Context: an optimization exercise on an open-source flow, tuned for small area, a short achievable clock period and few clock cycles. The choices shown serve that exercise and are no tape-out recipe. Function was checked by simulation only, so behaviour that the tests miss may differ from the original. No activity file was given, so power comes from the tool's default toggle rates.

$ cat design.v
module signed_right_shift_mplier #(
    parameter N = 32
)(
    input                 clk,
    input                 rst_n,       
    input    [N-1:0]      mcand,
    input    [N-1:0]      mplier,
    output   [2*N-1:0]    product,
    output                done
);
    reg  [31:0] mc;           
    reg  [31:0] pl;           
    reg  [3:0]  e_one, e_two, e_neg;   
    reg  [32:0] S, C;         
    reg  [7:0]  sl, cl;       
    reg         cin;          
    reg  [31:0] ph;           
    reg  [3:0]  e_onen, e_twon, e_negn;   
    reg         first;        
    reg         firstn;       
    reg  [2:0]  cnt;
    reg         done_r;
    function [11:0] benc(input [8:0] b);
        integer k;
        reg x2, x1, x0;
        begin
            for (k = 0; k < 4; k = k + 1) begin
                x2 = b[2*k+2]; x1 = b[2*k+1]; x0 = b[2*k];
                benc[k]     = x1 ^ x0;                               
                benc[4+k]   = (x2 & ~x1 & ~x0) | (~x2 & x1 & x0);    
                benc[8+k]   = x2;                                    
            end
        end
    endfunction
    wire [11:0] enc_start = benc({mplier[7:0], 1'b0});
    wire [11:0] enc_next  = benc(pl[15:7]);
    wire [32:0] mx  = {mc[31], mc};
    wire [32:0] mx2 = {mc, 1'b0};
    wire [3:0]  one_h = ~e_onen, two_h = ~e_twon, neg_h = ~e_negn;
    wire [32:0] pp0, pp1, pp2, pp3;
    wire [32:0] sel0 = {({16{one_h[0]}} & mx[32:17]) | ({16{two_h[0]}} & mx2[32:17]),
                        ({17{e_one[0]}} & mx[16:0]) | ({17{e_two[0]}} & mx2[16:0])};
    wire [32:0] sel1 = {({16{one_h[1]}} & mx[32:17]) | ({16{two_h[1]}} & mx2[32:17]),
                        ({17{e_one[1]}} & mx[16:0]) | ({17{e_two[1]}} & mx2[16:0])};
    wire [32:0] sel2 = {({16{one_h[2]}} & mx[32:17]) | ({16{two_h[2]}} & mx2[32:17]),
                        ({17{e_one[2]}} & mx[16:0]) | ({17{e_two[2]}} & mx2[16:0])};
    wire [32:0] sel3 = {({16{one_h[3]}} & mx[32:17]) | ({16{two_h[3]}} & mx2[32:17]),
                        ({17{e_one[3]}} & mx[16:0]) | ({17{e_two[3]}} & mx2[16:0])};
    assign pp0 = (sel0 ^ {{16{neg_h[0]}}, {17{e_neg[0]}}}) ^ {1'b1, 32'b0};
    assign pp1 = (sel1 ^ {{16{neg_h[1]}}, {17{e_neg[1]}}}) ^ {1'b1, 32'b0};
    assign pp2 = (sel2 ^ {{16{neg_h[2]}}, {17{e_neg[2]}}}) ^ {1'b1, 32'b0};
    assign pp3 = (sel3 ^ {{16{neg_h[3]}}, {17{e_neg[3]}}}) ^ {1'b1, 32'b0};
    wire [32:0] negs;
    genvar g;
    generate
        for (g = 0; g < 33; g = g + 1) begin : g_negs
            if (g % 2 == 0 && g < 31) begin : g_e
                assign negs[g] = pl[g+1];
            end else begin : g_o
                assign negs[g] = 1'b0;
            end
        end
    endgenerate
    wire        first_h = ~firstn;
    wire [32:0] hs = {first_h ? negs[32:17] : S[32:17], first ? negs[16:0] : S[16:0]};
    wire [32:0] hc = {first_h ? {1'b1, 15'b0} : C[32:17], first ? 17'b0 : C[16:0]};
    wire hs0_ = hs[4] ^ hc[4];
    wire hc0_ = hs[4] & hc[4];
    wire fs0, fc0;
    csa_fa u_fa0 (.a(hs[5]), .b(hc[5]), .c(pp0[5]), .s(fs0), .co(fc0));
    wire fs1, fc1;
    csa_fa u_fa1 (.a(hs[6]), .b(hc[6]), .c(pp0[6]), .s(fs1), .co(fc1));
    wire hs1_ = pp1[4] ^ pp2[2];
    wire hc1_ = pp1[4] & pp2[2];
    wire fs2, fc2;
    csa_fa u_fa2 (.a(hs[7]), .b(hc[7]), .c(pp0[7]), .s(fs2), .co(fc2));
    wire fs3, fc3;
    csa_fa u_fa3 (.a(pp1[5]), .b(pp2[3]), .c(pp3[1]), .s(fs3), .co(fc3));
    wire fs4, fc4;
    csa_fa u_fa4 (.a(hs[8]), .b(hc[8]), .c(pp0[8]), .s(fs4), .co(fc4));
    wire fs5, fc5;
    csa_fa u_fa5 (.a(pp1[6]), .b(pp2[4]), .c(pp3[2]), .s(fs5), .co(fc5));
    wire fs6, fc6;
    csa_fa u_fa6 (.a(hs[9]), .b(hc[9]), .c(pp0[9]), .s(fs6), .co(fc6));
    wire fs7, fc7;
    csa_fa u_fa7 (.a(pp1[7]), .b(pp2[5]), .c(pp3[3]), .s(fs7), .co(fc7));
    wire fs8, fc8;
    csa_fa u_fa8 (.a(hs[10]), .b(hc[10]), .c(pp0[10]), .s(fs8), .co(fc8));
    wire fs9, fc9;
    csa_fa u_fa9 (.a(pp1[8]), .b(pp2[6]), .c(pp3[4]), .s(fs9), .co(fc9));
    wire fs10, fc10;
    csa_fa u_fa10 (.a(hs[11]), .b(hc[11]), .c(pp0[11]), .s(fs10), .co(fc10));
    wire fs11, fc11;
    csa_fa u_fa11 (.a(pp1[9]), .b(pp2[7]), .c(pp3[5]), .s(fs11), .co(fc11));
    wire fs12, fc12;
    csa_fa u_fa12 (.a(hs[12]), .b(hc[12]), .c(pp0[12]), .s(fs12), .co(fc12));
    wire fs13, fc13;
    csa_fa u_fa13 (.a(pp1[10]), .b(pp2[8]), .c(pp3[6]), .s(fs13), .co(fc13));
    wire fs14, fc14;
    csa_fa u_fa14 (.a(hs[13]), .b(hc[13]), .c(pp0[13]), .s(fs14), .co(fc14));
    wire fs15, fc15;
    csa_fa u_fa15 (.a(pp1[11]), .b(pp2[9]), .c(pp3[7]), .s(fs15), .co(fc15));
    wire fs16, fc16;
    csa_fa u_fa16 (.a(hs[14]), .b(hc[14]), .c(pp0[14]), .s(fs16), .co(fc16));
    wire fs17, fc17;
    csa_fa u_fa17 (.a(pp1[12]), .b(pp2[10]), .c(pp3[8]), .s(fs17), .co(fc17));
    wire fs18, fc18;
    csa_fa u_fa18 (.a(hs[15]), .b(hc[15]), .c(pp0[15]), .s(fs18), .co(fc18));
    wire fs19, fc19;
    csa_fa u_fa19 (.a(pp1[13]), .b(pp2[11]), .c(pp3[9]), .s(fs19), .co(fc19));
    wire fs20, fc20;
    csa_fa u_fa20 (.a(hs[16]), .b(hc[16]), .c(pp0[16]), .s(fs20), .co(fc20));
    wire fs21, fc21;
    csa_fa u_fa21 (.a(pp1[14]), .b(pp2[12]), .c(pp3[10]), .s(fs21), .co(fc21));
    wire fs22, fc22;
    csa_fa u_fa22 (.a(hs[17]), .b(hc[17]), .c(pp0[17]), .s(fs22), .co(fc22));
    wire fs23, fc23;
    csa_fa u_fa23 (.a(pp1[15]), .b(pp2[13]), .c(pp3[11]), .s(fs23), .co(fc23));
    wire fs24, fc24;
    csa_fa u_fa24 (.a(hs[18]), .b(hc[18]), .c(pp0[18]), .s(fs24), .co(fc24));
    wire fs25, fc25;
    csa_fa u_fa25 (.a(pp1[16]), .b(pp2[14]), .c(pp3[12]), .s(fs25), .co(fc25));
    wire fs26, fc26;
    csa_fa u_fa26 (.a(hs[19]), .b(hc[19]), .c(pp0[19]), .s(fs26), .co(fc26));
    wire fs27, fc27;
    csa_fa u_fa27 (.a(pp1[17]), .b(pp2[15]), .c(pp3[13]), .s(fs27), .co(fc27));
    wire fs28, fc28;
    csa_fa u_fa28 (.a(hs[20]), .b(hc[20]), .c(pp0[20]), .s(fs28), .co(fc28));
    wire fs29, fc29;
    csa_fa u_fa29 (.a(pp1[18]), .b(pp2[16]), .c(pp3[14]), .s(fs29), .co(fc29));
    wire fs30, fc30;
    csa_fa u_fa30 (.a(hs[21]), .b(hc[21]), .c(pp0[21]), .s(fs30), .co(fc30));
    wire fs31, fc31;
    csa_fa u_fa31 (.a(pp1[19]), .b(pp2[17]), .c(pp3[15]), .s(fs31), .co(fc31));
    wire fs32, fc32;
    csa_fa u_fa32 (.a(hs[22]), .b(hc[22]), .c(pp0[22]), .s(fs32), .co(fc32));
    wire fs33, fc33;
    csa_fa u_fa33 (.a(pp1[20]), .b(pp2[18]), .c(pp3[16]), .s(fs33), .co(fc33));
    wire fs34, fc34;
    csa_fa u_fa34 (.a(hs[23]), .b(hc[23]), .c(pp0[23]), .s(fs34), .co(fc34));
    wire fs35, fc35;
    csa_fa u_fa35 (.a(pp1[21]), .b(pp2[19]), .c(pp3[17]), .s(fs35), .co(fc35));
    wire fs36, fc36;
    csa_fa u_fa36 (.a(hs[24]), .b(hc[24]), .c(pp0[24]), .s(fs36), .co(fc36));
    wire fs37, fc37;
    csa_fa u_fa37 (.a(pp1[22]), .b(pp2[20]), .c(pp3[18]), .s(fs37), .co(fc37));
    wire fs38, fc38;
    csa_fa u_fa38 (.a(hs[25]), .b(hc[25]), .c(pp0[25]), .s(fs38), .co(fc38));
    wire fs39, fc39;
    csa_fa u_fa39 (.a(pp1[23]), .b(pp2[21]), .c(pp3[19]), .s(fs39), .co(fc39));
    wire fs40, fc40;
    csa_fa u_fa40 (.a(hs[26]), .b(hc[26]), .c(pp0[26]), .s(fs40), .co(fc40));
    wire fs41, fc41;
    csa_fa u_fa41 (.a(pp1[24]), .b(pp2[22]), .c(pp3[20]), .s(fs41), .co(fc41));
    wire fs42, fc42;
    csa_fa u_fa42 (.a(hs[27]), .b(hc[27]), .c(pp0[27]), .s(fs42), .co(fc42));
    wire fs43, fc43;
    csa_fa u_fa43 (.a(pp1[25]), .b(pp2[23]), .c(pp3[21]), .s(fs43), .co(fc43));
    wire fs44, fc44;
    csa_fa u_fa44 (.a(hs[28]), .b(hc[28]), .c(pp0[28]), .s(fs44), .co(fc44));
    wire fs45, fc45;
    csa_fa u_fa45 (.a(pp1[26]), .b(pp2[24]), .c(pp3[22]), .s(fs45), .co(fc45));
    wire fs46, fc46;
    csa_fa u_fa46 (.a(hs[29]), .b(hc[29]), .c(pp0[29]), .s(fs46), .co(fc46));
    wire fs47, fc47;
    csa_fa u_fa47 (.a(pp1[27]), .b(pp2[25]), .c(pp3[23]), .s(fs47), .co(fc47));
    wire fs48, fc48;
    csa_fa u_fa48 (.a(hs[30]), .b(hc[30]), .c(pp0[30]), .s(fs48), .co(fc48));
    wire fs49, fc49;
    csa_fa u_fa49 (.a(pp1[28]), .b(pp2[26]), .c(pp3[24]), .s(fs49), .co(fc49));
    wire fs50, fc50;
    csa_fa u_fa50 (.a(hs[31]), .b(hc[31]), .c(pp0[31]), .s(fs50), .co(fc50));
    wire fs51, fc51;
    csa_fa u_fa51 (.a(pp1[29]), .b(pp2[27]), .c(pp3[25]), .s(fs51), .co(fc51));
    wire fs52, fc52;
    csa_fa u_fa52 (.a(hs[32]), .b(hc[32]), .c(pp0[32]), .s(fs52), .co(fc52));
    wire fs53, fc53;
    csa_fa u_fa53 (.a(pp1[30]), .b(pp2[28]), .c(pp3[26]), .s(fs53), .co(fc53));
    wire fs54 = ~(pp1[31] ^ pp2[29]);
    wire fc54 = pp1[31] | pp2[29];
    wire hs2_ = hs[2] ^ hc[2];
    wire hc2_ = hs[2] & hc[2];
    wire fs55, fc55;
    csa_fa u_fa55 (.a(hs[3]), .b(hc[3]), .c(pp0[3]), .s(fs55), .co(fc55));
    wire fs56, fc56;
    csa_fa u_fa56 (.a(hs0_), .b(pp0[4]), .c(pp1[2]), .s(fs56), .co(fc56));
    wire fs57, fc57;
    csa_fa u_fa57 (.a(hc0_), .b(pp1[3]), .c(pp2[1]), .s(fs57), .co(fc57));
    wire fs58, fc58;
    csa_fa u_fa58 (.a(pp3[0]), .b(hs1_), .c(fc0), .s(fs58), .co(fc58));
    wire fs59, fc59;
    csa_fa u_fa59 (.a(hc1_), .b(fc1), .c(fs2), .s(fs59), .co(fc59));
    wire fs60, fc60;
    csa_fa u_fa60 (.a(fc2), .b(fc3), .c(fs4), .s(fs60), .co(fc60));
    wire fs61, fc61;
    csa_fa u_fa61 (.a(fc4), .b(fc5), .c(fs6), .s(fs61), .co(fc61));
    wire fs62, fc62;
    csa_fa u_fa62 (.a(fc6), .b(fc7), .c(fs8), .s(fs62), .co(fc62));
    wire fs63, fc63;
    csa_fa u_fa63 (.a(fc8), .b(fc9), .c(fs10), .s(fs63), .co(fc63));
    wire fs64, fc64;
    csa_fa u_fa64 (.a(fc10), .b(fc11), .c(fs12), .s(fs64), .co(fc64));
    wire fs65, fc65;
    csa_fa u_fa65 (.a(fc12), .b(fc13), .c(fs14), .s(fs65), .co(fc65));
    wire fs66, fc66;
    csa_fa u_fa66 (.a(fc14), .b(fc15), .c(fs16), .s(fs66), .co(fc66));
    wire fs67, fc67;
    csa_fa u_fa67 (.a(fc16), .b(fc17), .c(fs18), .s(fs67), .co(fc67));
    wire fs68, fc68;
    csa_fa u_fa68 (.a(fc18), .b(fc19), .c(fs20), .s(fs68), .co(fc68));
    wire fs69, fc69;
    csa_fa u_fa69 (.a(fc20), .b(fc21), .c(fs22), .s(fs69), .co(fc69));
    wire fs70, fc70;
    csa_fa u_fa70 (.a(fc22), .b(fc23), .c(fs24), .s(fs70), .co(fc70));
    wire fs71, fc71;
    csa_fa u_fa71 (.a(fc24), .b(fc25), .c(fs26), .s(fs71), .co(fc71));
    wire fs72, fc72;
    csa_fa u_fa72 (.a(fc26), .b(fc27), .c(fs28), .s(fs72), .co(fc72));
    wire fs73, fc73;
    csa_fa u_fa73 (.a(fc28), .b(fc29), .c(fs30), .s(fs73), .co(fc73));
    wire fs74, fc74;
    csa_fa u_fa74 (.a(fc30), .b(fc31), .c(fs32), .s(fs74), .co(fc74));
    wire fs75, fc75;
    csa_fa u_fa75 (.a(fc32), .b(fc33), .c(fs34), .s(fs75), .co(fc75));
    wire fs76, fc76;
    csa_fa u_fa76 (.a(fc34), .b(fc35), .c(fs36), .s(fs76), .co(fc76));
    wire fs77, fc77;
    csa_fa u_fa77 (.a(fc36), .b(fc37), .c(fs38), .s(fs77), .co(fc77));
    wire fs78, fc78;
    csa_fa u_fa78 (.a(fc38), .b(fc39), .c(fs40), .s(fs78), .co(fc78));
    wire fs79, fc79;
    csa_fa u_fa79 (.a(fc40), .b(fc41), .c(fs42), .s(fs79), .co(fc79));
    wire fs80, fc80;
    csa_fa u_fa80 (.a(fc42), .b(fc43), .c(fs44), .s(fs80), .co(fc80));
    wire fs81, fc81;
    csa_fa u_fa81 (.a(fc44), .b(fc45), .c(fs46), .s(fs81), .co(fc81));
    wire fs82, fc82;
    csa_fa u_fa82 (.a(fc46), .b(fc47), .c(fs48), .s(fs82), .co(fc82));
    wire fs83, fc83;
    csa_fa u_fa83 (.a(fc48), .b(fc49), .c(fs50), .s(fs83), .co(fc83));
    wire fs84, fc84;
    csa_fa u_fa84 (.a(fc50), .b(fc51), .c(fs52), .s(fs84), .co(fc84));
    wire fs85, fc85;
    csa_fa u_fa85 (.a(pp3[27]), .b(fc52), .c(fc53), .s(fs85), .co(fc85));
    wire fs86, fc86;
    csa_fa u_fa86 (.a(pp1[32]), .b(pp2[30]), .c(pp3[28]), .s(fs86), .co(fc86));
    wire hs3_ = 1'b1 ^ pp2[31];
    wire hc3_ = 1'b1 & pp2[31];
    wire fs87, fc87;
    csa_fa u_fa87 (.a(hs[0]), .b(hc[0]), .c(pp0[0]), .s(fs87), .co(fc87));
    wire fs88, fc88;
    csa_fa u_fa88 (.a(hs[1]), .b(hc[1]), .c(pp0[1]), .s(fs88), .co(fc88));
    wire fs89, fc89;
    csa_fa u_fa89 (.a(hs2_), .b(pp0[2]), .c(pp1[0]), .s(fs89), .co(fc89));
    wire fs90, fc90;
    csa_fa u_fa90 (.a(hc2_), .b(pp1[1]), .c(fs55), .s(fs90), .co(fc90));
    wire fs91, fc91;
    csa_fa u_fa91 (.a(pp2[0]), .b(fc55), .c(fs56), .s(fs91), .co(fc91));
    wire fs92, fc92;
    csa_fa u_fa92 (.a(fc56), .b(fs0), .c(fs57), .s(fs92), .co(fc92));
    wire fs93, fc93;
    csa_fa u_fa93 (.a(fc57), .b(fs1), .c(fs58), .s(fs93), .co(fc93));
    wire fs94, fc94;
    csa_fa u_fa94 (.a(fs3), .b(fc58), .c(fs59), .s(fs94), .co(fc94));
    wire fs95, fc95;
    csa_fa u_fa95 (.a(fs5), .b(fc59), .c(fs60), .s(fs95), .co(fc95));
    wire fs96, fc96;
    csa_fa u_fa96 (.a(fs7), .b(fc60), .c(fs61), .s(fs96), .co(fc96));
    wire fs97, fc97;
    csa_fa u_fa97 (.a(fs9), .b(fc61), .c(fs62), .s(fs97), .co(fc97));
    wire fs98, fc98;
    csa_fa u_fa98 (.a(fs11), .b(fc62), .c(fs63), .s(fs98), .co(fc98));
    wire fs99, fc99;
    csa_fa u_fa99 (.a(fs13), .b(fc63), .c(fs64), .s(fs99), .co(fc99));
    wire fs100, fc100;
    csa_fa u_fa100 (.a(fs15), .b(fc64), .c(fs65), .s(fs100), .co(fc100));
    wire fs101, fc101;
    csa_fa u_fa101 (.a(fs17), .b(fc65), .c(fs66), .s(fs101), .co(fc101));
    wire fs102, fc102;
    csa_fa u_fa102 (.a(fs19), .b(fc66), .c(fs67), .s(fs102), .co(fc102));
    wire fs103, fc103;
    csa_fa u_fa103 (.a(fs21), .b(fc67), .c(fs68), .s(fs103), .co(fc103));
    wire fs104, fc104;
    csa_fa u_fa104 (.a(fs23), .b(fc68), .c(fs69), .s(fs104), .co(fc104));
    wire fs105, fc105;
    csa_fa u_fa105 (.a(fs25), .b(fc69), .c(fs70), .s(fs105), .co(fc105));
    wire fs106, fc106;
    csa_fa u_fa106 (.a(fs27), .b(fc70), .c(fs71), .s(fs106), .co(fc106));
    wire fs107, fc107;
    csa_fa u_fa107 (.a(fs29), .b(fc71), .c(fs72), .s(fs107), .co(fc107));
    wire fs108, fc108;
    csa_fa u_fa108 (.a(fs31), .b(fc72), .c(fs73), .s(fs108), .co(fc108));
    wire fs109, fc109;
    csa_fa u_fa109 (.a(fs33), .b(fc73), .c(fs74), .s(fs109), .co(fc109));
    wire fs110, fc110;
    csa_fa u_fa110 (.a(fs35), .b(fc74), .c(fs75), .s(fs110), .co(fc110));
    wire fs111, fc111;
    csa_fa u_fa111 (.a(fs37), .b(fc75), .c(fs76), .s(fs111), .co(fc111));
    wire fs112, fc112;
    csa_fa u_fa112 (.a(fs39), .b(fc76), .c(fs77), .s(fs112), .co(fc112));
    wire fs113, fc113;
    csa_fa u_fa113 (.a(fs41), .b(fc77), .c(fs78), .s(fs113), .co(fc113));
    wire fs114, fc114;
    csa_fa u_fa114 (.a(fs43), .b(fc78), .c(fs79), .s(fs114), .co(fc114));
    wire fs115, fc115;
    csa_fa u_fa115 (.a(fs45), .b(fc79), .c(fs80), .s(fs115), .co(fc115));
    wire fs116, fc116;
    csa_fa u_fa116 (.a(fs47), .b(fc80), .c(fs81), .s(fs116), .co(fc116));
    wire fs117, fc117;
    csa_fa u_fa117 (.a(fs49), .b(fc81), .c(fs82), .s(fs117), .co(fc117));
    wire fs118, fc118;
    csa_fa u_fa118 (.a(fs51), .b(fc82), .c(fs83), .s(fs118), .co(fc118));
    wire fs119, fc119;
    csa_fa u_fa119 (.a(fs53), .b(fc83), .c(fs84), .s(fs119), .co(fc119));
    wire fs120, fc120;
    csa_fa u_fa120 (.a(fs54), .b(fs85), .c(fc84), .s(fs120), .co(fc120));
    wire fs121, fc121;
    csa_fa u_fa121 (.a(fc54), .b(fs86), .c(fc85), .s(fs121), .co(fc121));
    wire fs122, fc122;
    csa_fa u_fa122 (.a(pp3[29]), .b(hs3_), .c(fc86), .s(fs122), .co(fc122));
    wire fs123, fc123;
    csa_fa u_fa123 (.a(pp2[32]), .b(pp3[30]), .c(hc3_), .s(fs123), .co(fc123));
    wire hs4_ = 1'b1 ^ pp3[31];
    wire hc4_ = 1'b1 & pp3[31];
    wire [40:0] cs_s = {1'b0, 1'b1, pp3[32], hs4_, fs123, fs122, fs121, fs120, fs119, fs118, fs117, fs116, fs115, fs114, fs113, fs112, fs111, fs110, fs109, fs108, fs107, fs106, fs105, fs104, fs103, fs102, fs101, fs100, fs99, fs98, fs97, fs96, fs95, fs94, fs93, fs92, fs91, fs90, fs89, fs88, fs87};
    wire [40:0] cs_c = {1'b0, 1'b0, hc4_, fc123, fc122, fc121, fc120, fc119, fc118, fc117, fc116, fc115, fc114, fc113, fc112, fc111, fc110, fc109, fc108, fc107, fc106, fc105, fc104, fc103, fc102, fc101, fc100, fc99, fc98, fc97, fc96, fc95, fc94, fc93, fc92, fc91, fc90, fc89, fc88, fc87, 1'b0};
    wire [39:0] fa_a = {S[31:0], sl};
    wire [39:0] fa_b = {C[31:0], cl[7:1], cin};
    wire [39:0] pg_g = fa_a & fa_b;
    wire [39:0] pg_p = fa_a ^ fa_b;
    wire sk_g0_1;
    pfx_gray u_sk0 (.gh(pg_g[1]), .ph(pg_p[1]), .gl(pg_g[0]), .g(sk_g0_1));
    wire sk_g0_3, sk_p0_3;
    pfx_black u_sk1 (.gh(pg_g[3]), .ph(pg_p[3]), .gl(pg_g[2]), .pl(pg_p[2]), .g(sk_g0_3), .p(sk_p0_3));
    wire sk_g0_5, sk_p0_5;
    pfx_black u_sk2 (.gh(pg_g[5]), .ph(pg_p[5]), .gl(pg_g[4]), .pl(pg_p[4]), .g(sk_g0_5), .p(sk_p0_5));
    wire sk_g0_7, sk_p0_7;
    pfx_black u_sk3 (.gh(pg_g[7]), .ph(pg_p[7]), .gl(pg_g[6]), .pl(pg_p[6]), .g(sk_g0_7), .p(sk_p0_7));
    wire sk_g0_9, sk_p0_9;
    pfx_black u_sk4 (.gh(pg_g[9]), .ph(pg_p[9]), .gl(pg_g[8]), .pl(pg_p[8]), .g(sk_g0_9), .p(sk_p0_9));
    wire sk_g0_11, sk_p0_11;
    pfx_black u_sk5 (.gh(pg_g[11]), .ph(pg_p[11]), .gl(pg_g[10]), .pl(pg_p[10]), .g(sk_g0_11), .p(sk_p0_11));
    wire sk_g0_13, sk_p0_13;
    pfx_black u_sk6 (.gh(pg_g[13]), .ph(pg_p[13]), .gl(pg_g[12]), .pl(pg_p[12]), .g(sk_g0_13), .p(sk_p0_13));
    wire sk_g0_15, sk_p0_15;
    pfx_black u_sk7 (.gh(pg_g[15]), .ph(pg_p[15]), .gl(pg_g[14]), .pl(pg_p[14]), .g(sk_g0_15), .p(sk_p0_15));
    wire sk_g0_17, sk_p0_17;
    pfx_black u_sk8 (.gh(pg_g[17]), .ph(pg_p[17]), .gl(pg_g[16]), .pl(pg_p[16]), .g(sk_g0_17), .p(sk_p0_17));
    wire sk_g0_19, sk_p0_19;
    pfx_black u_sk9 (.gh(pg_g[19]), .ph(pg_p[19]), .gl(pg_g[18]), .pl(pg_p[18]), .g(sk_g0_19), .p(sk_p0_19));
    wire sk_g0_21, sk_p0_21;
    pfx_black u_sk10 (.gh(pg_g[21]), .ph(pg_p[21]), .gl(pg_g[20]), .pl(pg_p[20]), .g(sk_g0_21), .p(sk_p0_21));
    wire sk_g0_23, sk_p0_23;
    pfx_black u_sk11 (.gh(pg_g[23]), .ph(pg_p[23]), .gl(pg_g[22]), .pl(pg_p[22]), .g(sk_g0_23), .p(sk_p0_23));
    wire sk_g0_25, sk_p0_25;
    pfx_black u_sk12 (.gh(pg_g[25]), .ph(pg_p[25]), .gl(pg_g[24]), .pl(pg_p[24]), .g(sk_g0_25), .p(sk_p0_25));
    wire sk_g0_27, sk_p0_27;
    pfx_black u_sk13 (.gh(pg_g[27]), .ph(pg_p[27]), .gl(pg_g[26]), .pl(pg_p[26]), .g(sk_g0_27), .p(sk_p0_27));
    wire sk_g0_29, sk_p0_29;
    pfx_black u_sk14 (.gh(pg_g[29]), .ph(pg_p[29]), .gl(pg_g[28]), .pl(pg_p[28]), .g(sk_g0_29), .p(sk_p0_29));
    wire sk_g0_31, sk_p0_31;
    pfx_black u_sk15 (.gh(pg_g[31]), .ph(pg_p[31]), .gl(pg_g[30]), .pl(pg_p[30]), .g(sk_g0_31), .p(sk_p0_31));
    wire sk_g0_33, sk_p0_33;
    pfx_black u_sk16 (.gh(pg_g[33]), .ph(pg_p[33]), .gl(pg_g[32]), .pl(pg_p[32]), .g(sk_g0_33), .p(sk_p0_33));
    wire sk_g0_35, sk_p0_35;
    pfx_black u_sk17 (.gh(pg_g[35]), .ph(pg_p[35]), .gl(pg_g[34]), .pl(pg_p[34]), .g(sk_g0_35), .p(sk_p0_35));
    wire sk_g0_37, sk_p0_37;
    pfx_black u_sk18 (.gh(pg_g[37]), .ph(pg_p[37]), .gl(pg_g[36]), .pl(pg_p[36]), .g(sk_g0_37), .p(sk_p0_37));
    wire sk_g0_39, sk_p0_39;
    pfx_black u_sk19 (.gh(pg_g[39]), .ph(pg_p[39]), .gl(pg_g[38]), .pl(pg_p[38]), .g(sk_g0_39), .p(sk_p0_39));
    wire sk_g1_2;
    pfx_gray u_sk20 (.gh(pg_g[2]), .ph(pg_p[2]), .gl(sk_g0_1), .g(sk_g1_2));
    wire sk_g1_3;
    pfx_gray u_sk21 (.gh(sk_g0_3), .ph(sk_p0_3), .gl(sk_g0_1), .g(sk_g1_3));
    wire sk_g1_6, sk_p1_6;
    pfx_black u_sk22 (.gh(pg_g[6]), .ph(pg_p[6]), .gl(sk_g0_5), .pl(sk_p0_5), .g(sk_g1_6), .p(sk_p1_6));
    wire sk_g1_7, sk_p1_7;
    pfx_black u_sk23 (.gh(sk_g0_7), .ph(sk_p0_7), .gl(sk_g0_5), .pl(sk_p0_5), .g(sk_g1_7), .p(sk_p1_7));
    wire sk_g1_10, sk_p1_10;
    pfx_black u_sk24 (.gh(pg_g[10]), .ph(pg_p[10]), .gl(sk_g0_9), .pl(sk_p0_9), .g(sk_g1_10), .p(sk_p1_10));
    wire sk_g1_11, sk_p1_11;
    pfx_black u_sk25 (.gh(sk_g0_11), .ph(sk_p0_11), .gl(sk_g0_9), .pl(sk_p0_9), .g(sk_g1_11), .p(sk_p1_11));
    wire sk_g1_14, sk_p1_14;
    pfx_black u_sk26 (.gh(pg_g[14]), .ph(pg_p[14]), .gl(sk_g0_13), .pl(sk_p0_13), .g(sk_g1_14), .p(sk_p1_14));
    wire sk_g1_15, sk_p1_15;
    pfx_black u_sk27 (.gh(sk_g0_15), .ph(sk_p0_15), .gl(sk_g0_13), .pl(sk_p0_13), .g(sk_g1_15), .p(sk_p1_15));
    wire sk_g1_18, sk_p1_18;
    pfx_black u_sk28 (.gh(pg_g[18]), .ph(pg_p[18]), .gl(sk_g0_17), .pl(sk_p0_17), .g(sk_g1_18), .p(sk_p1_18));
    wire sk_g1_19, sk_p1_19;
    pfx_black u_sk29 (.gh(sk_g0_19), .ph(sk_p0_19), .gl(sk_g0_17), .pl(sk_p0_17), .g(sk_g1_19), .p(sk_p1_19));
    wire sk_g1_22, sk_p1_22;
    pfx_black u_sk30 (.gh(pg_g[22]), .ph(pg_p[22]), .gl(sk_g0_21), .pl(sk_p0_21), .g(sk_g1_22), .p(sk_p1_22));
    wire sk_g1_23, sk_p1_23;
    pfx_black u_sk31 (.gh(sk_g0_23), .ph(sk_p0_23), .gl(sk_g0_21), .pl(sk_p0_21), .g(sk_g1_23), .p(sk_p1_23));
    wire sk_g1_26, sk_p1_26;
    pfx_black u_sk32 (.gh(pg_g[26]), .ph(pg_p[26]), .gl(sk_g0_25), .pl(sk_p0_25), .g(sk_g1_26), .p(sk_p1_26));
    wire sk_g1_27, sk_p1_27;
    pfx_black u_sk33 (.gh(sk_g0_27), .ph(sk_p0_27), .gl(sk_g0_25), .pl(sk_p0_25), .g(sk_g1_27), .p(sk_p1_27));
    wire sk_g1_30, sk_p1_30;
    pfx_black u_sk34 (.gh(pg_g[30]), .ph(pg_p[30]), .gl(sk_g0_29), .pl(sk_p0_29), .g(sk_g1_30), .p(sk_p1_30));
    wire sk_g1_31, sk_p1_31;
    pfx_black u_sk35 (.gh(sk_g0_31), .ph(sk_p0_31), .gl(sk_g0_29), .pl(sk_p0_29), .g(sk_g1_31), .p(sk_p1_31));
    wire sk_g1_34, sk_p1_34;
    pfx_black u_sk36 (.gh(pg_g[34]), .ph(pg_p[34]), .gl(sk_g0_33), .pl(sk_p0_33), .g(sk_g1_34), .p(sk_p1_34));
    wire sk_g1_35, sk_p1_35;
    pfx_black u_sk37 (.gh(sk_g0_35), .ph(sk_p0_35), .gl(sk_g0_33), .pl(sk_p0_33), .g(sk_g1_35), .p(sk_p1_35));
    wire sk_g1_38, sk_p1_38;
    pfx_black u_sk38 (.gh(pg_g[38]), .ph(pg_p[38]), .gl(sk_g0_37), .pl(sk_p0_37), .g(sk_g1_38), .p(sk_p1_38));
    wire sk_g1_39, sk_p1_39;
    pfx_black u_sk39 (.gh(sk_g0_39), .ph(sk_p0_39), .gl(sk_g0_37), .pl(sk_p0_37), .g(sk_g1_39), .p(sk_p1_39));
    wire sk_g2_4;
    pfx_gray u_sk40 (.gh(pg_g[4]), .ph(pg_p[4]), .gl(sk_g1_3), .g(sk_g2_4));
    wire sk_g2_5;
    pfx_gray u_sk41 (.gh(sk_g0_5), .ph(sk_p0_5), .gl(sk_g1_3), .g(sk_g2_5));
    wire sk_g2_6;
    pfx_gray u_sk42 (.gh(sk_g1_6), .ph(sk_p1_6), .gl(sk_g1_3), .g(sk_g2_6));
    wire sk_g2_7;
    pfx_gray u_sk43 (.gh(sk_g1_7), .ph(sk_p1_7), .gl(sk_g1_3), .g(sk_g2_7));
    wire sk_g2_12, sk_p2_12;
    pfx_black u_sk44 (.gh(pg_g[12]), .ph(pg_p[12]), .gl(sk_g1_11), .pl(sk_p1_11), .g(sk_g2_12), .p(sk_p2_12));
    wire sk_g2_13, sk_p2_13;
    pfx_black u_sk45 (.gh(sk_g0_13), .ph(sk_p0_13), .gl(sk_g1_11), .pl(sk_p1_11), .g(sk_g2_13), .p(sk_p2_13));
    wire sk_g2_14, sk_p2_14;
    pfx_black u_sk46 (.gh(sk_g1_14), .ph(sk_p1_14), .gl(sk_g1_11), .pl(sk_p1_11), .g(sk_g2_14), .p(sk_p2_14));
    wire sk_g2_15, sk_p2_15;
    pfx_black u_sk47 (.gh(sk_g1_15), .ph(sk_p1_15), .gl(sk_g1_11), .pl(sk_p1_11), .g(sk_g2_15), .p(sk_p2_15));
    wire sk_g2_20, sk_p2_20;
    pfx_black u_sk48 (.gh(pg_g[20]), .ph(pg_p[20]), .gl(sk_g1_19), .pl(sk_p1_19), .g(sk_g2_20), .p(sk_p2_20));
    wire sk_g2_21, sk_p2_21;
    pfx_black u_sk49 (.gh(sk_g0_21), .ph(sk_p0_21), .gl(sk_g1_19), .pl(sk_p1_19), .g(sk_g2_21), .p(sk_p2_21));
    wire sk_g2_22, sk_p2_22;
    pfx_black u_sk50 (.gh(sk_g1_22), .ph(sk_p1_22), .gl(sk_g1_19), .pl(sk_p1_19), .g(sk_g2_22), .p(sk_p2_22));
    wire sk_g2_23, sk_p2_23;
    pfx_black u_sk51 (.gh(sk_g1_23), .ph(sk_p1_23), .gl(sk_g1_19), .pl(sk_p1_19), .g(sk_g2_23), .p(sk_p2_23));
    wire sk_g2_28, sk_p2_28;
    pfx_black u_sk52 (.gh(pg_g[28]), .ph(pg_p[28]), .gl(sk_g1_27), .pl(sk_p1_27), .g(sk_g2_28), .p(sk_p2_28));
    wire sk_g2_29, sk_p2_29;
    pfx_black u_sk53 (.gh(sk_g0_29), .ph(sk_p0_29), .gl(sk_g1_27), .pl(sk_p1_27), .g(sk_g2_29), .p(sk_p2_29));
    wire sk_g2_30, sk_p2_30;
    pfx_black u_sk54 (.gh(sk_g1_30), .ph(sk_p1_30), .gl(sk_g1_27), .pl(sk_p1_27), .g(sk_g2_30), .p(sk_p2_30));
    wire sk_g2_31, sk_p2_31;
    pfx_black u_sk55 (.gh(sk_g1_31), .ph(sk_p1_31), .gl(sk_g1_27), .pl(sk_p1_27), .g(sk_g2_31), .p(sk_p2_31));
    wire sk_g2_36, sk_p2_36;
    pfx_black u_sk56 (.gh(pg_g[36]), .ph(pg_p[36]), .gl(sk_g1_35), .pl(sk_p1_35), .g(sk_g2_36), .p(sk_p2_36));
    wire sk_g2_37, sk_p2_37;
    pfx_black u_sk57 (.gh(sk_g0_37), .ph(sk_p0_37), .gl(sk_g1_35), .pl(sk_p1_35), .g(sk_g2_37), .p(sk_p2_37));
    wire sk_g2_38, sk_p2_38;
    pfx_black u_sk58 (.gh(sk_g1_38), .ph(sk_p1_38), .gl(sk_g1_35), .pl(sk_p1_35), .g(sk_g2_38), .p(sk_p2_38));
    wire sk_g2_39, sk_p2_39;
    pfx_black u_sk59 (.gh(sk_g1_39), .ph(sk_p1_39), .gl(sk_g1_35), .pl(sk_p1_35), .g(sk_g2_39), .p(sk_p2_39));
    wire sk_g3_8;
    pfx_gray u_sk60 (.gh(pg_g[8]), .ph(pg_p[8]), .gl(sk_g2_7), .g(sk_g3_8));
    wire sk_g3_9;
    pfx_gray u_sk61 (.gh(sk_g0_9), .ph(sk_p0_9), .gl(sk_g2_7), .g(sk_g3_9));
    wire sk_g3_10;
    pfx_gray u_sk62 (.gh(sk_g1_10), .ph(sk_p1_10), .gl(sk_g2_7), .g(sk_g3_10));
    wire sk_g3_11;
    pfx_gray u_sk63 (.gh(sk_g1_11), .ph(sk_p1_11), .gl(sk_g2_7), .g(sk_g3_11));
    wire sk_g3_12;
    pfx_gray u_sk64 (.gh(sk_g2_12), .ph(sk_p2_12), .gl(sk_g2_7), .g(sk_g3_12));
    wire sk_g3_13;
    pfx_gray u_sk65 (.gh(sk_g2_13), .ph(sk_p2_13), .gl(sk_g2_7), .g(sk_g3_13));
    wire sk_g3_14;
    pfx_gray u_sk66 (.gh(sk_g2_14), .ph(sk_p2_14), .gl(sk_g2_7), .g(sk_g3_14));
    wire sk_g3_15;
    pfx_gray u_sk67 (.gh(sk_g2_15), .ph(sk_p2_15), .gl(sk_g2_7), .g(sk_g3_15));
    wire sk_g3_24, sk_p3_24;
    pfx_black u_sk68 (.gh(pg_g[24]), .ph(pg_p[24]), .gl(sk_g2_23), .pl(sk_p2_23), .g(sk_g3_24), .p(sk_p3_24));
    wire sk_g3_25, sk_p3_25;
    pfx_black u_sk69 (.gh(sk_g0_25), .ph(sk_p0_25), .gl(sk_g2_23), .pl(sk_p2_23), .g(sk_g3_25), .p(sk_p3_25));
    wire sk_g3_26, sk_p3_26;
    pfx_black u_sk70 (.gh(sk_g1_26), .ph(sk_p1_26), .gl(sk_g2_23), .pl(sk_p2_23), .g(sk_g3_26), .p(sk_p3_26));
    wire sk_g3_27, sk_p3_27;
    pfx_black u_sk71 (.gh(sk_g1_27), .ph(sk_p1_27), .gl(sk_g2_23), .pl(sk_p2_23), .g(sk_g3_27), .p(sk_p3_27));
    wire sk_g3_28, sk_p3_28;
    pfx_black u_sk72 (.gh(sk_g2_28), .ph(sk_p2_28), .gl(sk_g2_23), .pl(sk_p2_23), .g(sk_g3_28), .p(sk_p3_28));
    wire sk_g3_29, sk_p3_29;
    pfx_black u_sk73 (.gh(sk_g2_29), .ph(sk_p2_29), .gl(sk_g2_23), .pl(sk_p2_23), .g(sk_g3_29), .p(sk_p3_29));
    wire sk_g3_30, sk_p3_30;
    pfx_black u_sk74 (.gh(sk_g2_30), .ph(sk_p2_30), .gl(sk_g2_23), .pl(sk_p2_23), .g(sk_g3_30), .p(sk_p3_30));
    wire sk_g3_31, sk_p3_31;
    pfx_black u_sk75 (.gh(sk_g2_31), .ph(sk_p2_31), .gl(sk_g2_23), .pl(sk_p2_23), .g(sk_g3_31), .p(sk_p3_31));
    wire sk_g4_16;
    pfx_gray u_sk76 (.gh(pg_g[16]), .ph(pg_p[16]), .gl(sk_g3_15), .g(sk_g4_16));
    wire sk_g4_17;
    pfx_gray u_sk77 (.gh(sk_g0_17), .ph(sk_p0_17), .gl(sk_g3_15), .g(sk_g4_17));
    wire sk_g4_18;
    pfx_gray u_sk78 (.gh(sk_g1_18), .ph(sk_p1_18), .gl(sk_g3_15), .g(sk_g4_18));
    wire sk_g4_19;
    pfx_gray u_sk79 (.gh(sk_g1_19), .ph(sk_p1_19), .gl(sk_g3_15), .g(sk_g4_19));
    wire sk_g4_20;
    pfx_gray u_sk80 (.gh(sk_g2_20), .ph(sk_p2_20), .gl(sk_g3_15), .g(sk_g4_20));
    wire sk_g4_21;
    pfx_gray u_sk81 (.gh(sk_g2_21), .ph(sk_p2_21), .gl(sk_g3_15), .g(sk_g4_21));
    wire sk_g4_22;
    pfx_gray u_sk82 (.gh(sk_g2_22), .ph(sk_p2_22), .gl(sk_g3_15), .g(sk_g4_22));
    wire sk_g4_23;
    pfx_gray u_sk83 (.gh(sk_g2_23), .ph(sk_p2_23), .gl(sk_g3_15), .g(sk_g4_23));
    wire sk_g4_24;
    pfx_gray u_sk84 (.gh(sk_g3_24), .ph(sk_p3_24), .gl(sk_g3_15), .g(sk_g4_24));
    wire sk_g4_25;
    pfx_gray u_sk85 (.gh(sk_g3_25), .ph(sk_p3_25), .gl(sk_g3_15), .g(sk_g4_25));
    wire sk_g4_26;
    pfx_gray u_sk86 (.gh(sk_g3_26), .ph(sk_p3_26), .gl(sk_g3_15), .g(sk_g4_26));
    wire sk_g4_27;
    pfx_gray u_sk87 (.gh(sk_g3_27), .ph(sk_p3_27), .gl(sk_g3_15), .g(sk_g4_27));
    wire sk_g4_28;
    pfx_gray u_sk88 (.gh(sk_g3_28), .ph(sk_p3_28), .gl(sk_g3_15), .g(sk_g4_28));
    wire sk_g4_29;
    pfx_gray u_sk89 (.gh(sk_g3_29), .ph(sk_p3_29), .gl(sk_g3_15), .g(sk_g4_29));
    wire sk_g4_30;
    pfx_gray u_sk90 (.gh(sk_g3_30), .ph(sk_p3_30), .gl(sk_g3_15), .g(sk_g4_30));
    wire sk_g4_31;
    pfx_gray u_sk91 (.gh(sk_g3_31), .ph(sk_p3_31), .gl(sk_g3_15), .g(sk_g4_31));
    wire sk_g5_32;
    pfx_gray u_sk92 (.gh(pg_g[32]), .ph(pg_p[32]), .gl(sk_g4_31), .g(sk_g5_32));
    wire sk_g5_33;
    pfx_gray u_sk93 (.gh(sk_g0_33), .ph(sk_p0_33), .gl(sk_g4_31), .g(sk_g5_33));
    wire sk_g5_34;
    pfx_gray u_sk94 (.gh(sk_g1_34), .ph(sk_p1_34), .gl(sk_g4_31), .g(sk_g5_34));
    wire sk_g5_35;
    pfx_gray u_sk95 (.gh(sk_g1_35), .ph(sk_p1_35), .gl(sk_g4_31), .g(sk_g5_35));
    wire sk_g5_36;
    pfx_gray u_sk96 (.gh(sk_g2_36), .ph(sk_p2_36), .gl(sk_g4_31), .g(sk_g5_36));
    wire sk_g5_37;
    pfx_gray u_sk97 (.gh(sk_g2_37), .ph(sk_p2_37), .gl(sk_g4_31), .g(sk_g5_37));
    wire sk_g5_38;
    pfx_gray u_sk98 (.gh(sk_g2_38), .ph(sk_p2_38), .gl(sk_g4_31), .g(sk_g5_38));
    wire sk_g5_39;
    pfx_gray u_sk99 (.gh(sk_g2_39), .ph(sk_p2_39), .gl(sk_g4_31), .g(sk_g5_39));
    wire [39:0] fsum;
    assign fsum[0] = pg_p[0];
    assign fsum[1] = pg_p[1] ^ pg_g[0];
    assign fsum[2] = pg_p[2] ^ sk_g0_1;
    assign fsum[3] = pg_p[3] ^ sk_g1_2;
    assign fsum[4] = pg_p[4] ^ sk_g1_3;
    assign fsum[5] = pg_p[5] ^ sk_g2_4;
    assign fsum[6] = pg_p[6] ^ sk_g2_5;
    assign fsum[7] = pg_p[7] ^ sk_g2_6;
    assign fsum[8] = pg_p[8] ^ sk_g2_7;
    assign fsum[9] = pg_p[9] ^ sk_g3_8;
    assign fsum[10] = pg_p[10] ^ sk_g3_9;
    assign fsum[11] = pg_p[11] ^ sk_g3_10;
    assign fsum[12] = pg_p[12] ^ sk_g3_11;
    assign fsum[13] = pg_p[13] ^ sk_g3_12;
    assign fsum[14] = pg_p[14] ^ sk_g3_13;
    assign fsum[15] = pg_p[15] ^ sk_g3_14;
    assign fsum[16] = pg_p[16] ^ sk_g3_15;
    assign fsum[17] = pg_p[17] ^ sk_g4_16;
    assign fsum[18] = pg_p[18] ^ sk_g4_17;
    assign fsum[19] = pg_p[19] ^ sk_g4_18;
    assign fsum[20] = pg_p[20] ^ sk_g4_19;
    assign fsum[21] = pg_p[21] ^ sk_g4_20;
    assign fsum[22] = pg_p[22] ^ sk_g4_21;
    assign fsum[23] = pg_p[23] ^ sk_g4_22;
    assign fsum[24] = pg_p[24] ^ sk_g4_23;
    assign fsum[25] = pg_p[25] ^ sk_g4_24;
    assign fsum[26] = pg_p[26] ^ sk_g4_25;
    assign fsum[27] = pg_p[27] ^ sk_g4_26;
    assign fsum[28] = pg_p[28] ^ sk_g4_27;
    assign fsum[29] = pg_p[29] ^ sk_g4_28;
    assign fsum[30] = pg_p[30] ^ sk_g4_29;
    assign fsum[31] = pg_p[31] ^ sk_g4_30;
    assign fsum[32] = pg_p[32] ^ sk_g4_31;
    assign fsum[33] = pg_p[33] ^ sk_g5_32;
    assign fsum[34] = pg_p[34] ^ sk_g5_33;
    assign fsum[35] = pg_p[35] ^ sk_g5_34;
    assign fsum[36] = pg_p[36] ^ sk_g5_35;
    assign fsum[37] = pg_p[37] ^ sk_g5_36;
    assign fsum[38] = pg_p[38] ^ sk_g5_37;
    assign fsum[39] = pg_p[39] ^ sk_g5_38;
    wire cout = sk_g2_7;
    always @(posedge clk) begin
        first  <= ~rst_n;
        firstn <= rst_n;
        if (!rst_n) begin
            mc    <= mcand;
            pl    <= mplier;
            e_one <= enc_start[3:0];
            e_two <= enc_start[7:4];
            e_neg <= enc_start[11:8];
            e_onen <= ~enc_start[3:0];
            e_twon <= ~enc_start[7:4];
            e_negn <= ~enc_start[11:8];
            cnt   <= 3'd0;
            done_r <= 1'b0;
        end else begin
            pl    <= {fsum[7:0], pl[31:8]};
            e_one <= enc_next[3:0];
            e_two <= enc_next[7:4];
            e_neg <= enc_next[11:8];
            e_onen <= ~enc_next[3:0];
            e_twon <= ~enc_next[7:4];
            e_negn <= ~enc_next[11:8];
            cnt   <= cnt + 3'd1;
            done_r <= (cnt == 3'd4);
        end
        S   <= cs_s[40:8];
        C   <= cs_c[40:8];
        sl  <= cs_s[7:0];
        cl  <= cs_c[7:0];
        cin <= first ? 1'b0 : cout;
        ph  <= fsum[39:8];
    end
    assign product = {ph, pl};
    assign done    = done_r;
endmodule
module pfx_black (
    input  gh,
    input  ph,
    input  gl,
    input  pl,
    output g,
    output p
);
    assign g = gh | (ph & gl);
    assign p = ph & pl;
endmodule
module pfx_gray (
    input  gh,
    input  ph,
    input  gl,
    output g
);
    assign g = gh | (ph & gl);
endmodule
module csa_fa (
    input  a,
    input  b,
    input  c,
    output s,
    output co
);
    wire t;
    csa_xor u_x (.a(a), .b(b), .y(t));
    assign s  = t ^ c;
    assign co = (a & b) | (a & c) | (b & c);
endmodule
module csa_xor (
    input  a,
    input  b,
    output y
);
    assign y = a ^ b;
endmodule
$ cat flow/run.sh
#!/bin/bash
# Standard ORFS layout, but with small buffers on the ports instead of the
# delay cells buffer_ports picks by default.  Each tool's output is logged
# by ORFS under orfs/logs; make's own output goes to flow_make.log.
set -euo pipefail
export BUFFER_PORTS_ARGS="-buffer_cell sky130_fd_sc_hd__buf_1"
bash standard.sh > flow_make.log 2>&1
$ cat standard.sh
#!/bin/bash
# synth_recipe.tcl (not shown) runs the flow's synth.tcl, then flattens the netlist and writes it again
# the make line also repeats each setting of config.mk as NAME=value (left out here)
make -C /OpenROAD-flow-scripts/flow DESIGN_CONFIG=/design/flow/config.mk WORK_HOME=/design/flow/orfs CLKGATE_MAP_FILE= SYNTH_SCRIPT=/design/flow/synth_recipe.tcl "${@:-finish}"
$ cat config.mk
export PLATFORM = sky130hd
export DESIGN_NAME = signed_right_shift_mplier
export DESIGN_NICKNAME = signed_right_shift_mplier
export VERILOG_FILES = /design/flow/design.v
export SDC_FILE = /design/flow/constraint.sdc
export NUM_CORES = 4
export LEC_CHECK = 0
export CAP_MARGIN = 20
export CORE_MARGIN = 2
export CORE_UTILIZATION = 60
export PLACE_DENSITY = 0.7
export SETUP_SLACK_MARGIN = 2.8
export SLEW_MARGIN = 20
export SYNTH_HIERARCHICAL = 1
$ cat constraint.sdc
create_clock -name core_clock -period 5.0 [get_ports {clk}]
set_input_delay 1.0000 -clock core_clock [delete_from_list [all_inputs] [get_ports {clk}]]
set_output_delay 1.0000 -clock core_clock [all_outputs]
set_load 0.01 [all_outputs]
==> impl_metrics.py, run 1 <==
metrics = {
    "status": {
        "status": "complete, no violations",
    },
    "logic_synthesis": {
        "synth_cells": 1338,
        "synthesis.area_um2": 13600,
        "yosys.area_share.simple": 0.0644,
        "synthAdderAreaFrac": 0.143,
        "ys_async_sr_fraction": 0,
        "synth_area_leader_cell": "dfxtp_1",
        "ys_top_cells_by_area": "dfxtp_1 25%, xor2_1 18%, maj3_2 10%",
        "synth_top_family_by_area": "XOR/XNOR gates",
        "synthDistinctLibCells": 37,
        "synthMuxAreaShare": 0.0321,
        "synth_top_area_frac": 0.247,
        "synth-seq-cells": 200,
        "ys_warn_count": 7,
        "yosys.area_share.xor_xnor": 0.274,
        "synth_edf_count": 32,
        "ys.flop_type": "dfxtp_1",
        "synth.avg_cell_area_um2": 10.2,
        "seq_area_frac_synth": 0.318,
        "synth_compound_area_frac": 0.130,
    },
    "floorplan": {
        "die_w_um": 155,
        "fp.dieArea_um2": 23900,
        "core_area_um2": 22400,
        "pin_count": 131,
        "start_util": 0.607,
        "rows": 55,
        "die_h_um": 155,
    },
    "placed_design": {
        "port_buffers": 130,
        "dpl.hpwl_um": 23300,
        "gp_congestion": 0.854,
        "dp_cells": 1682,
    },
    "cts": {
        "cts_tree": "built",
        "cts_htree_levels": 4,
        "cts_sinks": 200,
        "cts_max_path_buffers": 2,
        "hold_buffers": 0,
        "clkTransAtPathRegs_ns": 0.08,
        "clock-root-buffer": "clkbuf_16",
        "cts_buffers": 17,
        "insertion_delay_ns": 0.44,
    },
    "setup_path": {
        "critPathArrivalTime_ns": 2.51,
        "crit_type": "reg -> reg",
        "slowest_stage": "edfxtp_1",
        "worst-path-buf-inv": 0,
        "worstPathRequired_ns": 5.33,
        "crit_path_frequent_cell": "maj3_2",
        "critPathMaxFanout": 8,
        "cp-end-kind": "flop",
        "crit_chain": "a22oi_1, xnor2_1, maj3_2, xor2_1, xor2_2, maj3_2",
        "max_stage_delay_ns": 0.57,
        "start_kind": "flop",
        "path_delay_family": "XOR/XNOR gates",
    },
    "sta": {
        "post-route-min-period_ns": 2.18,
        "hold_ws_ns": 0.446,
        "timing.fmax_mhz": 459,
        "finalHoldViolCount": 0,
        "rsz0062_at_grt": "true",
        "tns_ns": 0,
        "period_share": 0.435,
        "slew_viol_final": 0,
        "worst_clock_skew_ns": 0.0120,
        "slew_headroom": 0.423,
        "worstMarginPinSlew_ns": 0.863,
        "setup_viol": 0,
    },
    "power": {
        "leakagePower_nw": 6.52,
        "power.density_nw_per_um2": 815,
        "finalPower_mw": 12.5,
        "ir_drop_uv": 356,
    },
    "final_layout": {
        "finalNonFillerCells": 1736,
        "post-route-util": 0.684,
        "drive_above_1_share": 0.219,
        "fin_nets": 1549,
        "diodes": 0,
        "area_growth_syn_to_layout_pct": 12.7,
    },
    "global_route": {
        "antenna_found_initial": 0,
        "grt_start_max_net_pins": 65,
        "grtUsageTotal": 0.268,
        "first_global_vias": 9413,
        "grt_pass1_wl_um": 50500,
        "global_route.overflow_total": 0,
    },
    "routing": {
        "drtPass1Iterations": 5,
        "drt_iter0_markers": 739,
        "viasPerCell": 5.72,
        "detail-route-antenna-nets": 0,
        "vias": 9937,
        "remaining_drc_errors": 0,
        "wire_per_inst_um": 18.8,
        "route.final.wire_length_um": 32600,
    },
    "run": {
        "maxCapViolCount": 0,
    },
    "min_path": {
        "hp-class": "reg -> reg",
    },
}
## final timing paths
kind / startpoint / endpoint / slack [ns] / cells past startpoint
hold / removal: cnt[0] / cnt[0] / 0.45 / 1
setup reg to reg: mc[9] / C[3] / 2.82 / 6
hold reg to reg: cnt[0] / cnt[0] / 0.45 / 1
setup / recovery: mc[9] / C[3] / 2.82 / 6
## Yosys cell counts, drive strengths merged, types with 2 or more instances
library cell	number
nand2b	3
and2	81
clkbuf	30
nand3b	2
inv	27
buf	48
ha	45
mux2	37
nand2	20
xor2	284
nor2	10
maj3	123
xnor2	142
a22oi	64
o22ai	61
dfxtp	168
edfxtp	32
a211oi	2
nor2b	28
o21a	7
a21o	97
o21ai	7
a21oi	9
mux2i	2
## cells in the final DEF (no fill, tap or decap), types with 15 or more instances in the layout
cell | netlist | final
a21o_1 | 97 | 92
a22oi_1 | 64 | 51
and2_1 | 81 | 79
buf_1 | 0 | 127
buf_4 | 11 | 20
clkbuf_16 | 0 | 17
dfxtp_1 | 168 | 134
dfxtp_2 | 0 | 22
edfxtp_1 | 32 | 32
ha_1 | 45 | 30
inv_1 | 27 | 15
maj3_2 | 123 | 123
mux2_2 | 37 | 37
nand2_1 | 20 | 20
nor2b_1 | 28 | 28
o22ai_1 | 61 | 61
xnor2_1 | 142 | 132
xor2_1 | 284 | 281
## routing by layer
metal / part of all wire / GRT usage / wire (µm) / up-vias
li1: - / - / - / 4791
met1: 0.48 / 0.389 / 15600 / 4743
met3: 0.065 / 0.0479 / 2120 / 35
met5: 0 / 0 / 0 / -
met4: 0.016 / 0.0648 / 511 / 0
met2: 0.44 / 0.416 / 14400 / 368
## cells by family after synthesis
group,after synthesis
other cells,1
flops,200
buf+inv,105
compound gates,250
simple gates,149
xor+xnor,426
mux,39
fa+ha+maj,168
## per-module statistics from Yosys, one instance, submodules excluded
| module | flops+latches | area [µm²] | cells |
|---|---|---|---|
| csa_fa | 0 | 20.0 | 2 |
| signed_right_shift_mplier | 200 | 8990 | 815 |
| pfx_black | 0 | 13.8 | 2 |
| pfx_gray | 0 | 7.51 | 1 |
| csa_xor | 0 | 8.76 | 1 |
## cell type report
type	count	area [µm²]
multi-input combinational	1036	9150
fill	1769	7080
sequential	200	4400
timing repair buffer	156	739
clock buffer	18	439
tap	285	357
clock inverter	14	158
inverter	27	108
## where the power goes
part           switching (mW)  internal [mW]  leakage (nW)  total [mW]
sequential              0.657           2.43          1.73        3.09
clock                   0.698          0.684         0.289        1.38
combinational            4.08           3.95          4.50        8.03
total                    5.44           7.07          6.52        12.5
## what timing repair did
action | in CTS | in global routing
gates resized for setup | 53 | 65
pin swaps | 14 | 8
gates cloned | 0 | 0
setup endpoints to repair | 93 | 56
buffers inserted | 16 | 6
## flip-flops by register name, indices dropped and copies added (netlist names), 7 cells and up
| register | flops |
|---|---|
| C | 31 |
| S | 31 |
| cl | 7 |
| mc | 32 |
| ph | 32 |
| pl | 29 |
| sl | 8 |
## through the flow
stage / worst slack (ns) / area, µm²
6_report: 2.82 / 15400
5_1_grt: 2.76 / 15400
4_1_cts: 2.80 / 15000
3_5_place_dp: 2.37 / 14100
3_3_place_gp: 2.41 / 14100
2_1_floorplan: 2.81 / 13600
Testbench counts, summed over its fixed seeds: cycles 48,000.
==> run 2: changes to the inputs <==
--- a/config.mk
+++ b/config.mk
@@ -8,6 +8,7 @@
 export CAP_MARGIN = 20
 export CORE_MARGIN = 2
 export CORE_UTILIZATION = 60
+export GPL_TIMING_DRIVEN = 1
 export PLACE_DENSITY = 0.7
 export SETUP_SLACK_MARGIN = 2.8
 export SLEW_MARGIN = 20
==> run 2 against run 1 <==
  * Die area stayed put
  * Combinational power hardly changed
  * Utilization stayed put
  * Global-route usage stayed put
  * Fmax stayed put
  * Final cell count stayed put
  * Highest routed layer unchanged
==> impl_metrics.py, run 2 <==
metrics = {
    "status": {
        "status": "complete, no violations",
    },
    "power": {
        "power_frac_clock": 0.111,
        "ir_drop_uv": 356,
        "p_switching_mw": 5.44,
        "pwr-share-comb": 0.642,
        "p_int_mw": 7.07,
        "swShare": 0.435,
        "power.density_nw_per_um2": 815,
        "finalPower_mw": 12.5,
        "leakagePower_nw": 6.52,
        "seqPwrFrac": 0.247,
    },
    "setup_path": {
        "rr_startpoint": "mc[9]",
        "worstPathRequired_ns": 5.33,
        "cp-startpoint": "mc[9]",
        "start_kind": "flop",
        "crit_type": "reg -> reg",
        "critPathMaxFanout": 8,
        "critPathArrivalTime_ns": 2.51,
        "cp-end-kind": "flop",
    },
    "sta": {
        "finalHoldViolCount": 0,
        "timing.fmax_mhz": 459,
        "tns_ns": 0,
        "rsz0062_at_grt": "true",
        "worstMarginPinSlew_ns": 0.863,
        "post-route-min-period_ns": 2.18,
        "slew_headroom": 0.423,
        "worst_clock_skew_ns": 0.0120,
        "slew_viol_final": 0,
        "setup_viol": 0,
        "period_share": 0.435,
    },
    "logic_synthesis": {
        "synth_area_leader_cell": "dfxtp_1",
        "ys_top_cells_by_area": "dfxtp_1 25%, xor2_1 18%, maj3_2 10%",
        "ys_top_cells_by_count": "284 x xor2_1, 168 x dfxtp_1, 142 x xnor2_1",
        "synth_top_area_frac": 0.247,
        "ys_async_sr_fraction": 0,
        "seq_area_frac_synth": 0.318,
        "synthDistinctLibCells": 37,
        "synth_cells": 1338,
        "synth.most_common_cell": "xor2_1",
        "synthesis.area_um2": 13600,
        "ys.flop_type": "dfxtp_1",
        "synth-seq-cells": 200,
        "ys_warn_count": 7,
        "synth_edf_count": 32,
        "synth.avg_cell_area_um2": 10.2,
    },
    "routing": {
        "route.final.wire_length_um": 32600,
        "vias": 9937,
        "drt_iter0_markers": 739,
        "viasPerCell": 5.72,
        "detail-route-antenna-nets": 0,
        "remaining_drc_errors": 0,
        "drtPass1Iterations": 5,
        "wire_per_inst_um": 18.8,
    },
    "floorplan": {
        "die_h_um": 155,
        "rows": 55,
        "pin_count": 131,
        "start_util": 0.607,
        "die_w_um": 155,
        "fp.dieArea_um2": 23900,
        "core_area_um2": 22400,
    },
    "final_layout": {
        "final_cell_mix": "281 x xor2_1, 134 x dfxtp_1, 132 x xnor2_1, 127 x buf_1, 123 x maj3_2",
        "diodes": 0,
        "area_growth_syn_to_layout_pct": 12.7,
        "final_common_cell": "xor2_1",
        "drive_above_1_share": 0.219,
        "fin_nets": 1549,
        "top_regs": "mc x32, ph x32",
    },
    "cts": {
        "clkTransAtPathRegs_ns": 0.08,
        "hold_buffers": 0,
        "cts_buffers": 17,
        "cts_htree_levels": 4,
        "clock-root-buffer": "clkbuf_16",
        "insertion_delay_ns": 0.44,
        "cts_max_path_buffers": 2,
        "cts_tree": "built",
        "cts_sinks": 200,
    },
    "global_route": {
        "antenna_found_initial": 0,
        "grt_start_max_net_pins": 65,
        "global_route.overflow_total": 0,
        "grtUsageTotal": 0.268,
        "first_global_vias": 9413,
        "grt_pass1_wl_um": 50500,
    },
    "min_path": {
        "hp-class": "reg -> reg",
        "min_from": "cnt[0]",
    },
    "placed_design": {
        "dpl.hpwl_um": 23300,
        "port_buffers": 130,
        "gp_congestion": 0.854,
    },
    "run": {
        "maxCapViolCount": 0,
    },
}
==> run 2: layer usage <==
metal	up-vias	track usage	wire length, µm
met1	4743	0.389	15600
met3	35	0.0479	2120
met5	-	0	0
met2	368	0.416	14400
met4	0	0.0648	511
li1	4791	-	-
==> run 2: cell families (layout without fill, tap and decap cells) <==
logic type | count (synthesis) | in the layout | share of synthesized area
muxes | 39 | 39 | 0.0321
DFF | 200 | 200 | 0.318
other | 1 | 4 | 0.000275
and+or+nand+nor | 149 | 149 | 0.0644
adders and majority gates | 168 | 168 | 0.143
xor gates and xnor gates | 426 | 426 | 0.274
AOI/OAI and AO/OA | 250 | 250 | 0.130
buffers and inverters | 105 | 215 | 0.0390
==> run 2: what timing repair did <==
action | in CTS | in global routing
cloned | 0 | 0
pin swaps | 14 | 8
endpoints found under the setup margin | 93 | 56
buffers inserted | 16 | 6
resized for setup | 53 | 65
==> run 2: cell type report <==
type                       count  area (µm²)
sequential                   200        4400
multi-input combinational   1036        9150
inverter                      27         108
clock buffer                  18         439
timing repair buffer         156         739
tap                          285         357
clock inverter                14         158
fill                        1769        7080
==> run 2: Yosys stat by module (local to each module, per instance) <==
module                     cell area [µm²]  flip-flops and latches  cells inside
pfx_gray                              7.51                       0             1
signed_right_shift_mplier             8990                     200           815
csa_fa                                20.0                       0             2
csa_xor                               8.76                       0             1
pfx_black                             13.8                       0             2
==> run 2: worst paths after layout <==
check,to,slack (ns),cells past startpoint
setup reg to reg,C[3],2.82,6
hold / removal,cnt[0],0.45,1
hold reg to reg,cnt[0],0.45,1
setup / recovery,C[3],2.82,6
==> run 2: power groups by stage <==
stage,registers [mW],clock network (mW),logic (mW)
2_1_floorplan,2.76,0,6.33
3_3_place_gp,3.04,0,7.31
3_5_place_dp,3.03,0,7.47
4_1_cts,3.02,1.41,7.84
5_1_grt,3.15,1.46,8.80
6_report,3.09,1.38,8.03
==> run 2: worst max-delay path, stage by stage, from the launching register on <==
cell and delay (ns):
edfxtp_1 0.57, a22oi_1 0.18, xnor2_1 0.31, maj3_2 0.32, xor2_1 0.24, xor2_2 0.14
maj3_2 0.31
==> run 2: metrics by stage <==
stage	worst slack [ns]	instance area, µm²	instances	util	hold WS, ns
finish	2.82	15400	1736	0.684	0.446
global route	2.76	15400	1736	0.684	0.455
CTS	2.80	15000	1730	0.668	0.448
detailed placement	2.37	14100	1682	0.628	0.429
global placement	2.41	14100	1682	0.628	0.417
floorplan	2.81	13600	1341	-	0.402
==> run 3: changes to the inputs <==
--- a/config.mk
+++ b/config.mk
@@ -8,7 +8,7 @@
 export CAP_MARGIN = 20
 export CORE_MARGIN = 2
 export CORE_UTILIZATION = 60
-export GPL_TIMING_DRIVEN = 1
+export CTS_CLUSTER_DIAMETER = 50
 export PLACE_DENSITY = 0.7
 export SETUP_SLACK_MARGIN = 2.8
 export SLEW_MARGIN = 20
==> run 3 against run 2 <==
  * Via count unchanged
  * Global-route usage unchanged
  * Clock power barely moved
  * Die area unchanged
  * Synthesized cell count is the same
  * Combinational power hardly changed
  * Critical endpoint unchanged
  * Largest cell class unchanged
  * Clock skew unchanged
  * Cell area stayed put
  * Final cell count unchanged
  * Sequential share of layout area unchanged
==> impl_metrics.py, run 3 <==
metrics = {
    "logic_synthesis": {
        "synth-seq-cells": 200,
        "synth_area_leader_cell": "dfxtp_1",
        "synth_top_family_by_area": "XOR/XNOR gates",
        "ys_warn_count": 7,
        "ys_async_sr_fraction": 0,
        "synth_edf_count": 32,
        "synthAdderAreaFrac": 0.143,
        "synth_compound_area_frac": 0.130,
        "synth.most_common_cell": "xor2_1",
        "synthMuxAreaShare": 0.0321,
        "synth_cells": 1338,
        "yosys.area_share.xor_xnor": 0.274,
        "synthesis.area_um2": 13600,
    },
    "floorplan": {
        "core_area_um2": 22400,
        "start_util": 0.607,
        "fp.dieArea_um2": 23900,
        "rows": 55,
    },
    "status": {
        "status": "complete, no violations",
    },
    "final_layout": {
        "diodes": 0,
        "n_fill_cell": 1769,
        "post-route-util": 0.684,
        "drive_above_1_share": 0.219,
    },
    "sta": {
        "setup_viol": 0,
        "worst_clock_skew_ns": 0.0120,
        "slew_headroom": 0.423,
    },
    "setup_path": {
        "cp-end-kind": "flop",
        "crit_chain": "a22oi_1, xnor2_1, maj3_2, xor2_1, xor2_2, maj3_2",
        "critPathArrivalTime_ns": 2.51,
        "worst-path-buf-inv": 0,
        "path_delay_family": "XOR/XNOR gates",
        "crit_type": "reg -> reg",
        "crit_path_frequent_cell": "maj3_2",
    },
    "run": {
        "maxCapViolCount": 0,
    },
    "global_route": {
        "use_met1": 0.389,
        "top_usage_layer": "met2",
        "gr-usage-met2": 0.416,
        "first_global_vias": 9413,
    },
    "routing": {
        "wire_per_inst_um": 18.8,
        "drtPass1Iterations": 5,
        "drt_iter0_markers": 739,
        "route.final.wire_length_um": 32600,
        "vias": 9937,
    },
    "cts": {
        "clock-root-buffer": "clkbuf_16",
        "cts_max_path_buffers": 2,
        "cts_htree_levels": 4,
        "cts_sinks": 200,
    },
    "power": {
        "leakagePower_nw": 6.52,
        "seqPwrFrac": 0.247,
    },
    "min_path": {
        "hp-class": "reg -> reg",
    },
}
[run 3: cell counts in the layout (fill, tap and decap cells not counted)]
Identical to the previous run, type by type.
[run 3: worst paths after layout]
path	slack (ns)	endpoint	from	cells after the start
setup / recovery	2.82	C[3]	mc[9]	6
hold / removal	0.45	cnt[0]	cnt[0]	1
hold reg to reg	0.45	cnt[0]	cnt[0]	1
setup reg to reg	2.82	C[3]	mc[9]	6
[run 3: routing by layer]
metal | vias to the layer above | share of wire
met5 | - | 0
met4 | 0 | 0.016
met3 | 35 | 0.065
met2 | 368 | 0.44
met1 | 4743 | 0.48
li1 | 4791 | -
[run 3: timing repair]
action                                 CTS  global route
buffers inserted                        16             6
pin swaps                               14             8
setup endpoints to repair               93            56
hold buffers                             0             0
endpoints found under the hold margin    0             0
gates resized for setup                 53            65
[run 3: power by group through the flow]
| stage | Combinational (mW) | Sequential, mW | Clock (mW) |
|---|---|---|---|
| 2_1_floorplan | 6.33 | 2.76 | 0 |
| 3_3_place_gp | 7.31 | 3.04 | 0 |
| 3_5_place_dp | 7.47 | 3.03 | 0 |
| 4_1_cts | 7.84 | 3.02 | 1.41 |
| 5_1_grt | 8.80 | 3.15 | 1.46 |
| 6_report | 8.03 | 3.09 | 1.38 |
[run 3: worst register-to-register path, cell delays in order, from the launching register on]
cell      delay, ns
edfxtp_1       0.57
a22oi_1        0.18
xnor2_1        0.31
maj3_2         0.32
xor2_1         0.24
xor2_2         0.14
maj3_2         0.31
[run 3: kinds of logic after synthesis]
logic type,Yosys count
flip-flops,200
XOR/XNOR,426
AO/OA/AOI/OAI,250
adder cells (fa/ha/maj),168
multiplexers,39
buffers and inverters,105
other,1
AND/OR/NAND/NOR,149
[run 3: per-module statistics from Yosys (local to each module, per instance)]
module / flip-flops and latches / cells inside
csa_fa: 0 / 2
csa_xor: 0 / 1
pfx_black: 0 / 2
pfx_gray: 0 / 1
signed_right_shift_mplier: 200 / 815
[run 3: stage by stage]
step / hold WS [ns] / cells / power [mW] / worst slack [ns]
3_5_place_dp: 0.429 / 1682 / 10.5 / 2.37
6_report: 0.446 / 1736 / 12.5 / 2.82
3_3_place_gp: 0.417 / 1682 / 10.3 / 2.41
2_1_floorplan: 0.402 / 1341 / 9.09 / 2.81
4_1_cts: 0.448 / 1730 / 12.3 / 2.80
5_1_grt: 0.455 / 1736 / 13.4 / 2.76
[run 3: layout make-up]
type | count | area share
Sequential cell | 200 | 0.286
Multi-Input combinational cell | 1036 | 0.596
Inverter | 27 | 0.00701
Tap cell | 285 | 0.0232
Timing Repair Buffer | 156 | 0.0482
Clock inverter | 14 | 0.0103
Clock buffer | 18 | 0.0286

afterwards: timing with drivers on the ports:
In the flow no input, the clock included, has a driving cell. The finished layouts below were timed again as built, in two steps. Step 1, drivers: a clkbuf_16 drives clk and a buf_2 each remaining input, both assumed. Step 2, shift: input delay + t, output delay - t, t = (earliest + latest rising clock arrival at the registers) / 2. This alone moves slack from input paths to output paths. Slacks: ideal ports / drivers / drivers and shift; pairs: ideal ports / drivers.
| run | shift t [ns] | setup slack, ns |
|---|---|---|
| run 1 | 0.484 | 2.823 / 2.787 / 2.514 |
| run 2 | 0.484 | 2.823 / 2.787 / 2.514 |
| run 3 | 0.484 | 2.823 / 2.787 / 2.514 |
After both steps every run listed still meets setup and hold.
